Context: an optimization exercise on an open-source flow, tuned for small area. The choices shown serve that exercise and are no tape-out recipe.
Function not checked in this run: the RTL went through the layout flow alone.
Power and IR drop assume default switching activity.

## flow/design.v

```verilog
module key(
    input clk, rst,
    input [3:0] key_in,
    output reg [2:0] key_val
);
    localparam CNT_MAX = 4'd9;  
    reg [3:0] cnt;
    always @(posedge clk or negedge rst) begin
        if (!rst) begin
            cnt <= 4'd0;
        end else begin
            if (key_in[0] && key_in[1] && key_in[2] && key_in[3]) begin
                cnt <= 4'd0;
            end else begin
                cnt <= (cnt == CNT_MAX) ? cnt : (cnt + 1'b1);
            end
        end
    end
    always @(posedge clk or negedge rst) begin
        if (!rst) begin
            key_val <= 3'd0;
        end else if (cnt == CNT_MAX - 1'b1) begin
            if (~key_in[0]) begin
                key_val <= 3'd1;
            end else if (~key_in[1]) begin
                key_val <= 3'd2;
            end else if (~key_in[2]) begin
                key_val <= 3'd3;
            end else if (~key_in[3]) begin
                key_val <= 3'd4;
            end
        end else begin
            key_val <= 3'd0;
        end
    end
endmodule
module seg(
    input clk, rst,
    input [20:0] data,
    output reg [6:0] seg,
    output reg [7:0] sel
);
    localparam  CNT_MAX = 2'd3;  
    localparam  DIGIT0 = 7'b100_0000,
                DIGIT1 = 7'b111_1001,
                DIGIT2 = 7'b010_0100,
                DIGIT3 = 7'b011_0000,
                DIGIT4 = 7'b001_1001,
                DIGIT5 = 7'b001_0010,
                DIGIT6 = 7'b000_0010,
                DIGIT7 = 7'b111_1000,
                DIGIT8 = 7'b000_0000,
                DIGIT9 = 7'b001_0000,
                DASH   = 7'b011_1111;
    reg [1:0] cnt;
    reg [2:0] idx;
    always @(posedge clk or negedge rst) begin
        if (!rst) begin
            cnt <= 2'd0;
            idx <= 3'd0;
            sel <= 8'b1111_1111;
        end else begin
            sel <= ~(1'b1 << idx);
            if (cnt == CNT_MAX) begin  
                cnt <= 2'd0;
                idx <= (idx == 3'd7) ? 3'd0 : (idx + 1'b1);  
            end else begin
                cnt <= cnt + 1'b1;
            end
        end
    end
    reg [6:0] digit;
    always @(*) begin
        case (idx)
            3'd0: digit = data[6:0] % 4'd10;
            3'd1: digit = data[6:0] / 4'd10;
            3'd2: digit = 4'd10;
            3'd3: digit = data[13:7] % 4'd10;
            3'd4: digit = data[13:7] / 4'd10;
            3'd5: digit = 4'd10;
            3'd6: digit = data[20:14] % 4'd10;
            3'd7: digit = data[20:14] / 4'd10;
            default: ;
        endcase
        case (digit)
            4'd0: seg = DIGIT0;
            4'd1: seg = DIGIT1;
            4'd2: seg = DIGIT2;
            4'd3: seg = DIGIT3;
            4'd4: seg = DIGIT4;
            4'd5: seg = DIGIT5;
            4'd6: seg = DIGIT6;
            4'd7: seg = DIGIT7;
            4'd8: seg = DIGIT8;
            4'd9: seg = DIGIT9;
            4'd10: seg = DASH;
            default: seg = 7'dx;
        endcase
    end
endmodule
module clock (
    input clk, rst,
    input [2:0] key_val,
    output reg [20:0] data,
    output reg [2:0] led
);
    localparam  S1 = 3'd1,
                S2 = 3'd2,
                S3 = 3'd3,
                S4 = 3'd4;
    localparam  RUNNING = 1'b0,
                SETTING = 1'b1;
    reg current_state, next_state;
    always @(posedge clk or negedge rst) begin
        if (!rst) begin
            current_state <= RUNNING;
        end else begin
            current_state <= next_state;
        end
    end
    always @(*) begin
        next_state = current_state;
        case (current_state)
            RUNNING: begin
                if (key_val == S2) begin
                    next_state = SETTING;
                end else begin
                    next_state = RUNNING;
                end
            end
            SETTING: begin
                if (key_val == S4) begin
                    next_state = RUNNING;
                end else begin
                    next_state = SETTING;
                end
            end
            default: begin ; end
        endcase
    end
    reg [9:0] cnt;
    localparam CNT_MAX = 10'd999;  
    reg [1:0] choice;
    localparam  SEC     = 2'b00,
                MIN     = 2'b01,
                HOUR    = 2'b11;
    always @(posedge clk or negedge rst) begin
        if (!rst) begin
            data <= 21'd0;
            cnt <= 10'd0;
        end else begin
            case (current_state)
                RUNNING: begin
                    if (cnt == CNT_MAX) begin
                        cnt <= 10'd0;
                        if (data[5:0] == 6'd59) begin
                            data[5:0] <= 6'd0;
                            if (data[12:7] == 6'd59) begin
                                data[12:7] <= 6'd0;
                                if (data[18:14] == 5'd23) begin
                                    data <= 21'd0;
                                end else begin
                                    data[18:14] <= data[18:14] + 1'b1;
                                end
                            end else begin
                                data[12:7] <= data[12:7] + 1'b1;
                            end
                        end else begin
                            data[5:0] <= data[5:0] + 1'b1;
                        end
                    end else begin
                        cnt <= cnt + 1'b1;
                    end
                end
                SETTING: begin
                    cnt <= 10'd0;
                    if (key_val == S3) begin
                        case (choice)
                            SEC: begin
                                data[5:0] <= (data[5:0] == 6'd59) ? 6'd0 : (data[5:0] + 1'b1);
                            end
                            MIN: begin
                                data[12:7] <= (data[12:7] == 6'd59) ? 6'd0 : (data[12:7] + 1'b1);
                            end
                            HOUR: begin
                                data[18:14] <= (data[18:14] == 5'd23) ? 5'd0 : (data[18:14] + 1'b1);
                            end
                            default: begin ; end
                        endcase
                    end
                end
                default: begin ; end
            endcase
        end
    end
    always @(posedge clk or negedge rst) begin
        if (!rst) begin
            choice <= SEC;
        end else begin
            case (current_state)
                RUNNING: begin
                    choice <= SEC;
                end
                SETTING: begin
                    if (key_val == S2) begin
                        case (choice)
                            SEC: begin choice <= MIN; end
                            MIN: begin choice <= HOUR; end
                            HOUR: begin choice <= SEC; end
                            default: begin ; end
                        endcase
                    end
                end
                default: begin ; end
            endcase
        end
    end
    always @(*) begin
        led = 3'b111;
        case (current_state)
            RUNNING: begin
                led = 3'b111;
            end
            SETTING: begin
                case (choice)
                    SEC: begin led = 3'b110; end
                    MIN: begin led = 3'b101; end
                    HOUR: begin led = 3'b011; end
                    default: begin ; end
                endcase
            end
            default: begin ; end
        endcase
    end
endmodule
module stopwatch (
    input clk, rst,
    input [2:0] key_val,
    output reg [20:0] data
);
    localparam  S1 = 3'd1,
                S2 = 3'd2,
                S3 = 3'd3,
                S4 = 3'd4;
    localparam  IDLE    = 2'b00,
                RUNNING = 2'b01,
                PAUSED  = 2'b11;
    reg [1:0] current_state, next_state;
    always @(posedge clk or negedge rst) begin
        if (!rst) begin
            current_state <= IDLE;
        end else begin
            current_state <= next_state;
        end
    end
    always @(*) begin
        next_state = current_state;
        case (current_state)
            IDLE: begin
                if (key_val == S2) begin
                    next_state = RUNNING;
                end else begin
                    next_state = IDLE;
                end
            end
            RUNNING: begin
                if (key_val == S2 ||
                    (data[6:0] == 7'd99 && data[12:7] == 6'd59 && data[20:14] == 7'd99)) begin
                    next_state = PAUSED;
                end else begin
                    next_state = RUNNING;
                end
            end
            PAUSED: begin
                if (key_val == S2) begin
                    next_state = RUNNING;
                end else if (key_val == S3) begin
                    next_state = IDLE;
                end else begin
                    next_state = PAUSED;
                end
            end
            default: begin ; end
        endcase
    end
    reg [3:0] cnt;
    localparam CNT_MAX = 4'd9;  
    always @(posedge clk or negedge rst) begin
        if (!rst) begin
            data <= 21'd0;
            cnt <= 4'd0;
        end else begin
            case (current_state)
                IDLE: begin
                    data <= 21'd0;
                    cnt <= 4'd0;
                end
                RUNNING: begin
                    if (data[6:0] == 7'd99 && data[12:7] == 6'd59 && data[20:14] == 7'd99) begin
                    end else if (cnt == CNT_MAX) begin
                        cnt <= 4'd0;
                        if (data[6:0] == 7'd99) begin
                            data[6:0] <= 7'd0;
                            if (data[12:7] == 6'd59) begin
                                data[12:7] <= 6'd0;
                                data[20:14] <= data[20:14] + 1'b1;
                            end else begin
                                data[12:7] <= data[12:7] + 1'b1;
                            end
                        end else begin
                            data[6:0] <= data[6:0] + 1'b1;
                        end
                    end else begin
                        cnt <= cnt + 1'b1;
                    end
                end
                PAUSED: begin
                end
                default: begin ; end
            endcase
        end
    end
endmodule
module blink(
    input clk, rst, en,
    output reg led
);
    localparam CNT_MAX = 10'd999;  
    reg [9:0] cnt;
    always @(posedge clk or negedge rst) begin
        if (!rst) begin
            cnt <= 10'd0;
            led <= 1'b0;
        end else if (en) begin
            if (cnt == (CNT_MAX >> 1'b1)) begin
                cnt <= 10'd0;
                led <= ~led;
            end else begin
                cnt <= cnt + 1'b1;
            end
        end else begin
            cnt <= 10'd0;
            led <= 1'b0;
        end
    end
endmodule
module buzz(
    input clk, rst, en,
    output buz
);
    localparam CNT_MAX = 3'd7;  
    reg [2:0] cnt;
    always @(posedge clk or negedge rst) begin
        if (!rst) begin
            cnt <= 3'd0;
        end else if (en) begin
            cnt <= (cnt == CNT_MAX) ? 3'd0 : (cnt + 1'b1);
        end else begin
            cnt <= 3'd0;
        end
    end
    assign buz = (cnt <= (CNT_MAX >> 1'b1)) ? 1'b0 : 1'b1;  
endmodule
module timer (
    input clk, rst,
    input [2:0] key_val,
    output reg [20:0] data,
    output reg [2:0] led,
    output buz
);
    localparam  S1 = 3'd1,
                S2 = 3'd2,
                S3 = 3'd3,
                S4 = 3'd4;
    reg en_blink;
    wire led_blink;
    blink u_blink(
        .clk(clk),
        .rst(rst),
        .en(en_blink),
        .led(led_blink)
    );
    reg en_buz;
    reg [9:0] cnt_buz;
    reg [2:0] cnt_repeat;
    localparam REPEATS_MAX = 3'd5;
    buzz u_buzz(
        .clk(clk),
        .rst(rst),
        .en(en_buz),
        .buz(buz)
    );
    localparam  SETTING = 2'b00,
                RUNNING = 2'b01,
                PAUSED = 2'b11,
                TIMEUP = 2'b10;
    reg [1:0] current_state, next_state;
    always @(posedge clk or negedge rst) begin
        if (!rst) begin
            current_state <= SETTING;
        end else begin
            current_state <= next_state;
        end
    end
    always @(*) begin
        next_state = current_state;
        case (current_state)
            SETTING: begin
                if (key_val == S4) begin
                    next_state = RUNNING;
                end else begin
                    next_state = SETTING;
                end
            end
            RUNNING: begin
                if (data == 21'd0) begin
                    next_state = TIMEUP;
                end else begin
                    if (key_val == S4) begin
                        next_state = PAUSED;
                    end else if (key_val == S3) begin
                        next_state = SETTING;
                    end else begin
                        next_state = RUNNING;
                    end
                end
            end
            PAUSED: begin
                if (key_val == S4) begin
                    next_state = RUNNING;
                end else if (key_val == S3) begin
                    next_state = SETTING;
                end else begin
                    next_state = PAUSED;
                end
            end
            TIMEUP: begin
                if (key_val == S4) begin
                    next_state = SETTING;
                end else begin
                    next_state = TIMEUP;
                end
            end
            default: begin ; end
        endcase
    end
    reg [20:0] data_tmp;
    reg [9:0] cnt;
    localparam CNT_MAX = 10'd999;  
    reg [1:0] choice;
    localparam  SEC     = 2'b00,
                MIN     = 2'b01,
                HOUR    = 2'b11;
    always @(posedge clk or negedge rst) begin
        if (!rst) begin
            data <= 21'd0;
            cnt <= 10'd0;
            data_tmp <= 21'd0;
        end else begin
            case (current_state)
                SETTING: begin
                    cnt <= 10'd0;
                    data <= data_tmp;
                    if (key_val == S3) begin
                        case (choice)
                            SEC: begin
                                data[5:0] <= (data[5:0] == 6'd59) ? 6'd0 : (data[5:0] + 1'b1);
                                data_tmp[5:0] <= (data[5:0] == 6'd59) ? 6'd0 : (data[5:0] + 1'b1);
                            end
                            MIN: begin
                                data[12:7] <= (data[12:7] == 6'd59) ? 6'd0 : (data[12:7] + 1'b1);
                                data_tmp[12:7] <= (data[12:7] == 6'd59) ? 6'd0 : (data[12:7] + 1'b1);
                            end
                            HOUR: begin
                                data[18:14] <= (data[18:14] == 5'd23) ? 5'd0 : (data[18:14] + 1'b1);
                                data_tmp[18:14] <= (data[18:14] == 5'd23) ? 5'd0 : (data[18:14] + 1'b1);
                            end
                            default: begin ; end
                        endcase
                    end
                end
                RUNNING: begin
                    if (cnt == CNT_MAX) begin
                        cnt <= 10'd0;
                        if (data[5:0] == 6'd0) begin
                            data[5:0] <= 6'd59;
                            if (data[12:7] == 6'd0) begin
                                data[12:7] <= 6'd59;
                                data[18:14] <= data[18:14] - 1'b1;
                            end else begin
                                data[12:7] <= data[12:7] - 1'b1;
                            end
                        end else begin
                            data[5:0] <= data[5:0] - 1'b1;
                        end
                    end else begin
                        cnt <= cnt + 1'b1;
                    end
                end
                PAUSED: begin
                end
                TIMEUP: begin
                end
                default: begin ; end
            endcase
        end
    end
    always @(posedge clk or negedge rst) begin
        if (!rst) begin
            choice <= SEC;
        end else begin
            case (current_state)
                SETTING: begin
                    if (key_val == S2) begin
                        case (choice)
                            SEC: begin choice <= MIN; end
                            MIN: begin choice <= HOUR; end
                            HOUR: begin choice <= SEC; end
                            default: begin ; end
                        endcase
                    end
                end
                RUNNING: begin
                    choice <= SEC;
                end
                PAUSED: begin
                end
                TIMEUP: begin
                end
                default: begin ; end
            endcase
        end
    end
    always @(*) begin
        led = 3'b111;
        en_blink = 1'b0;
        case (current_state)
            SETTING: begin
                case (choice)
                    SEC: begin led = 3'b110; end
                    MIN: begin led = 3'b101; end
                    HOUR: begin led = 3'b011; end
                    default: begin ; end
                endcase
            end
            RUNNING: begin
                led = 3'b111;
            end
            PAUSED: begin
            end
            TIMEUP: begin
                en_blink = 1'b1;
                led = {2'b11, led_blink};
            end
            default: begin ; end
        endcase
    end
    always @(posedge clk or negedge rst) begin
        if (!rst) begin
            en_buz <= 1'b0;
            cnt_buz <= 10'd0;
            cnt_repeat <= 3'd0;
        end else begin
            case (current_state)
                SETTING: begin
                    en_buz <= 1'b0;
                    cnt_buz <= 10'd0;
                    cnt_repeat <= 3'd0;
                end
                RUNNING: begin
                end
                PAUSED: begin
                end
                TIMEUP: begin
                    if (cnt_repeat < REPEATS_MAX) begin
                        if (cnt_buz <= (CNT_MAX >> 1'b1)) begin
                            en_buz <= 1'b1;
                            cnt_buz <= cnt_buz + 1'b1;
                        end else if (cnt_buz < CNT_MAX) begin
                            en_buz <= 1'b0;
                            cnt_buz <= cnt_buz + 1'b1;
                        end else begin
                            cnt_buz <= 10'd0;
                            cnt_repeat <= cnt_repeat + 1'b1;
                        end
                    end else begin
                        en_buz <= 1'b0;
                    end
                end
                default: begin ; end
            endcase
        end
    end
endmodule
module top(
    input clk, rst,
    input [3:0] key_in,
    output [6:0] seg,
    output [7:0] sel,
    output reg [2:0] led, sel_led,
    output buz
);
    wire [2:0] key_val;
    localparam  S1 = 3'd1,
                S2 = 3'd2,
                S3 = 3'd3,
                S4 = 3'd4;
    key u_key(
        .clk(clk),
        .rst(rst),
        .key_in(key_in),
        .key_val(key_val)
    );
    reg [20:0] data_to_show;
    seg u_seg(
        .clk(clk),
        .rst(rst),
        .seg(seg),
        .sel(sel),
        .data(data_to_show)
    );
    wire [20:0] data_clock, data_stopwatch, data_timer;
    wire [2:0] led_clock, led_timer;
    wire [2:0] key_val_clock, key_val_stopwatch, key_val_timer;
    reg [1:0] current_state, next_state;
    localparam  CLOCK       = 2'b00,
                STOPWATCH   = 2'b01,
                TIMER       = 2'b11;
    assign key_val_clock = (current_state == CLOCK) ? key_val : 3'd0;
    assign key_val_stopwatch = (current_state == STOPWATCH) ? key_val : 3'd0;
    assign key_val_timer = (current_state == TIMER) ? key_val : 3'd0;
    clock u_clock (
        .clk(clk),
        .rst(rst),
        .key_val(key_val_clock),
        .data(data_clock),
        .led(led_clock)
    );
    stopwatch u_stopwatch (
        .clk(clk),
        .rst(rst),
        .key_val(key_val_stopwatch),
        .data(data_stopwatch)
    );
    timer u_timer (
        .clk(clk),
        .rst(rst),
        .key_val(key_val_timer),
        .data(data_timer),
        .led(led_timer),
        .buz(buz)
    );
    always @(posedge clk or negedge rst) begin
        if (!rst) begin
            current_state <= CLOCK;
        end else begin
            current_state <= next_state;
        end
    end
    always @(*) begin
        next_state = current_state;
        case (current_state)
            CLOCK: begin
                if (key_val == S1) begin
                    next_state = STOPWATCH;
                end else begin
                    next_state = CLOCK;
                end
            end
            STOPWATCH: begin
                if (key_val == S1) begin
                    next_state = TIMER;
                end else begin
                    next_state = STOPWATCH;
                end
            end
            TIMER: begin
                if (key_val == S1) begin
                    next_state = CLOCK;
                end else begin
                    next_state = TIMER;
                end
            end
            default: begin ; end
        endcase
    end
    always @(*) begin
        led = 3'b111;
        data_to_show = 20'd0;
        sel_led = 3'b111;
        case (current_state)
            CLOCK: begin
                led = 3'b110;
                data_to_show = data_clock;
                sel_led = led_clock;
            end
            STOPWATCH: begin
                led = 3'b101;
                data_to_show = data_stopwatch;
                sel_led = 3'b111;
            end
            TIMER: begin
                led = 3'b011;
                data_to_show = data_timer;
                sel_led = led_timer;
            end
            default: begin ; end
        endcase
    end
endmodule
```

## flow/run.sh

```bash
#!/bin/bash
# synth_recipe.tcl (not shown) runs the flow's synth.tcl, then flattens the netlist and writes it again
# the make line also repeats each setting of config.mk as NAME=value (left out here)
make -C /OpenROAD-flow-scripts/flow DESIGN_CONFIG=/design/flow/config.mk WORK_HOME=/design/flow/orfs CLKGATE_MAP_FILE= SYNTH_SCRIPT=/design/flow/synth_recipe.tcl finish
```

## flow/config.mk

```make
export PLATFORM = sky130hd
export DESIGN_NAME = top
export DESIGN_NICKNAME = top
export VERILOG_FILES = /design/flow/design.v
export SDC_FILE = /design/flow/constraint.sdc
export NUM_CORES = 4
export LEC_CHECK = 0
export CAP_MARGIN = 20
export CORE_MARGIN = 2
export CORE_UTILIZATION = 40
export SLEW_MARGIN = 20
```

## flow/constraint.sdc

```tcl
create_clock -name core_clock -period 10.0 [get_ports {clk}]
set_input_delay 2.0000 -clock core_clock [delete_from_list [all_inputs] [get_ports {clk}]]
set_output_delay 2.0000 -clock core_clock [all_outputs]
set_load 0.01 [all_outputs]
```

==> metrics.md <==
| Metric | Value |
|---|---|
| Required time of the critical path | `8.00 ns` |
| Nets | `1225` |
| Clock Path Buffers | `2` |
| Fillcell total | `2491` |
| Final setup fails | `0` |
| Synthesized cell area | `10070 um2` |
| CP bufs+invs | `5` |
| Synth area leaders | `dfrtp_1, ha_1, nand2_1` |
| # H-tree levels | `4` |
| Critical path's slowest cell | `a222oi_1` |
| Share of the synthesized area in the top cell type | `0.3627` |
| Cell taking the most area after synthesis | `dfrtp_1` |
| Final Hold Viols | `0` |
| Startpoint types | `register` |
| Clk sinks | `154` |
| Post-DP HPWL | `17700 um` |
| Core area | `24960 um2` |
| Fin area | `11110 um2` |
| Critical Path Most Common Cell | `ha_1` |
| Hold Startpoint | `u_seg.cnt[0]` |
| CTS tree | `done` |
| Detailed Route Iter0 Violations | `735` |
| Critical path class | `reg -> out` |
| Routed len/inst | `16.19 um` |
| Die H | `162.7 um` |
| Dpl ws | `2.115 ns` |
| Hold buffers post-CTS | `0` |
| Syn nets | `1226` |
| Most frequent cells in the layout | `nand2_1, dfrtp_1, nor2_1` |
| Grt ovf | `0` |
| Util after Layout | `0.4450` |
| # Post-CTS Setup Buffers | `0` |
| CP Data Arrival Time | `6.37 ns` |
| #FFs+latches synth | `154` |
| Relative slew slack | `0.3654` |
| F_max | `119.5 MHz` |
| EDFF count, synth | `0` |
| Leakage | `4.584 nW` |
| Vias in the first global route | `8226` |
| Worst-Skew Late Latency | `0.43 ns` |
| Pwr dens | `164.4 nW/um2` |
| TNS Setup | `0 ns` |
| Vias per std cell | `5.750` |
| First-pass GRT wire length | `41930 um` |
| Register area | `3864 um2` |
| # IOs | `28` |
| Drt first pass iters | `10` |
| Row cnt | `58` |
| Initial core utilization | `0.4035` |
| ANT cells | `0` |
| Share of cells above drive strength 1 | `0.06926` |
| Reg-to-reg endpoint | `u_stopwatch.data[19]` |
| Port Buf Inserts | `27` |
| GRT Overall Usage | `0.1956` |
| Slew Viols, Final | `0` |
| Slew @ Worst Pin | `0.9497 ns` |
| Sequential share of the synthesized area | `0.3836` |
| Final wirelength | `24510 um` |
| Root Driver | `clkbuf_16` |
| Cell class contributing the biggest share of worst-path delay | `compound AO/OA/AOI/OAI gates` |
| Final period utilization | `0.8369` |
| Max Cap Viol | `0` |
| Mapped Cells | `1172` |
| Post-CTS Resized | `0` |
| Warnings, synthesis | `8` |
| R2R cell count | `11` |
| Area delta synth->final | `10.30%` |
| RSZ-0062 raised after global routing | `false` |
| Via count | `8706` |
| Area of the multi-input gates | `5801 um2` |
| DIE AREA | `26470 um2` |
| Initial antenna violation count | `0` |
| Worst-path cell chain | `inv_1, ha_1, buf_4, a222oi_1, o22a_1, nand4_1, nor2_1, nor2_1, ha_1, nor3_1, mux2i_1, o211ai_1, nor2_1, inv_1, ha_1, inv_1, nand3_1, o211ai_1, a2111oi_0, o311a_1, ha_1, a21o_1, o21ai_2, clkdlybuf4s50_1` |
| Hold Path Stages | `1` |
| Placed Area | `10540 um2` |
| Min-Delay Path Class | `reg -> reg` |
| Pin count of the biggest net entering global routing | `102` |
| Synth Area per Inst | `8.594 um2` |
| Status | `complete, no violations` |
| R2R Setup Slk | `6.79 ns` |
| Final min period | `8.369 ns` |
| Critical Path Max Stage Delay | `0.64 ns` |
| Clock Skew | `0.01001 ns` |
| CTS Buf Count | `17` |
| Synth cell types | `94` |
| Worst-path fanout max | `17` |
| Remaining DRCs | `0` |
| Final hold slack | `0.4313 ns` |
| Crit end category | `output pin` |
| Die X | `162.7 um` |
| Post-synth ARST share | `1.000` |
| VDD IR max | `0.0001466 V` |
| Worst setup margin | `1.631 ns` |
| Placer congestion estimate | `0.8852` |
| Clk slew on worst S/H paths | `0.06 ns` |
| Reg2Reg Launch Point | `u_stopwatch.data[0]` |
| Worst Hold Path EP | `u_seg.cnt[0]` |
| Commonest register cell after synthesis | `dfrtp_1` |
| Antenna viol nets, final | `0` |
==> per-stage QoR <==
step,instances,power (mW)
final,1514,1.826
after global routing,1514,1.935
after CTS,1514,1.838
after detailed placement,1482,1.207
after global placement,1482,1.201
after floorplan,1172,1.065
==> cell type report <==
class,count,area share
Multi-Input combinational cell,925,0.5221
Timing Repair Buffer,32,0.02782
Clock inverter,10,0.008560
Clock buffer,22,0.04269
Tap cell,330,0.03717
Sequential cell,154,0.3478
Inverter,41,0.01385
==> power by group <==
| group | switching, mW | internal [mW] |
|---|---|---|
| registers | 0.0602 | 0.666 |
| clock network | 0.260 | 0.362 |
| logic | 0.303 | 0.175 |
==> worst register-to-register path, cell delays in order (launching register included) <==
cell	delay [ns]
dfrtp_1	0.47
ha_1	0.27
nand2b_1	0.09
or4_1	0.63
o31a_1	0.44
and2_1	0.23
nand2_1	0.24
nor2_1	0.15
and4_1	0.26
nand3_1	0.10
xor2_1	0.15
nor2_1	0.05
==> registers in the layout, summed over array words and instances, names as in the netlist, 4 cells and up <==
signal	count
u_clock.cnt	10
u_clock.data	17
u_key.cnt	4
u_seg.sel	8
u_stopwatch.cnt	4
u_stopwatch.data	20
u_timer.cnt	10
u_timer.cnt_buz	10
u_timer.data	17
u_timer.data_tmp	17
u_timer.u_blink.cnt	10
==> logic make-up (layout without fill, tap and decap cells) <==
group	after synthesis	count (layout)	share of synthesized area
muxes	22	22	0.02310
DFF	154	154	0.3836
xor gates and xnor gates	44	44	0.03826
AOI/OAI and AO/OA	329	329	0.2244
buffers and inverters	93	105	0.04050
adders and majority gates	49	49	0.06062
and+or+nand+nor	481	481	0.2296
==> how the worst max path moves through the flow <==
stage,start,end,slack [ns],depth (start not counted)
final,current_state[1],seg[3],1.63,24
after global placement,current_state[1],seg[3],2.26,24
after global routing,current_state[1],seg[3],1.10,24
after CTS,current_state[1],seg[3],1.66,24
after detailed placement,current_state[1],seg[3],2.12,24
after floorplan,current_state[1],seg[2],3.56,22
==> per-layer routing <==
layer | track usage | wire, um | vias up
li1 | - | - | 4305
met1 | 0.2672 | 11520 | 4173
met2 | 0.3143 | 11430 | 194
met3 | 0.03209 | 1012 | 34
met4 | 0.06959 | 544 | 0
met5 | 0 | 0 | -
==> cells in the mapped netlist, drive strengths merged (6+ instances only) <==
cell type	n
a211oi	9
a21o	7
a21oi	63
a222oi	17
a31oi	6
and3	17
buf	16
clkbuf	36
dfrtp	146
dfstp	8
ha	48
inv	40
mux2	7
mux2i	15
nand2	147
nand2b	13
nand3	64
nand3b	6
nand4	20
nor2	121
nor2b	7
nor3	30
nor3b	7
o211ai	9
o21ai	113
o22ai	9
o31ai	20
o32ai	7
o41ai	6
or2	8
or3	15
xnor2	25
xor2	19

what the ideal ports hide:
The flow's constraints put no driver on any port. The routed layout listed below was extracted and timed again, unchanged, in two steps.
Step 1 sets driving cells, clkbuf_16 on the clock port and buf_2 on the other inputs (assumed; they add their load-dependent delay and slew).
Step 2 also shifts input and output timing later by t, the mid clock arrival at the registers, as if the neighbouring blocks saw the same clock.
Slacks: ideal ports / drivers / drivers and shift; pairs: ideal ports / drivers.
t, ns: 0.471
slack for setup (ns): 1.631 / 1.582 / 2.052
latest minus earliest clock arrival (ns): 0.010 / 0.011
worst data-port slew with drivers (ns): 0.04
After both steps setup and hold are still met in this run. For this run, drivers alone change the setup slack by -0.049 ns; drivers and shift together by +0.421 ns.
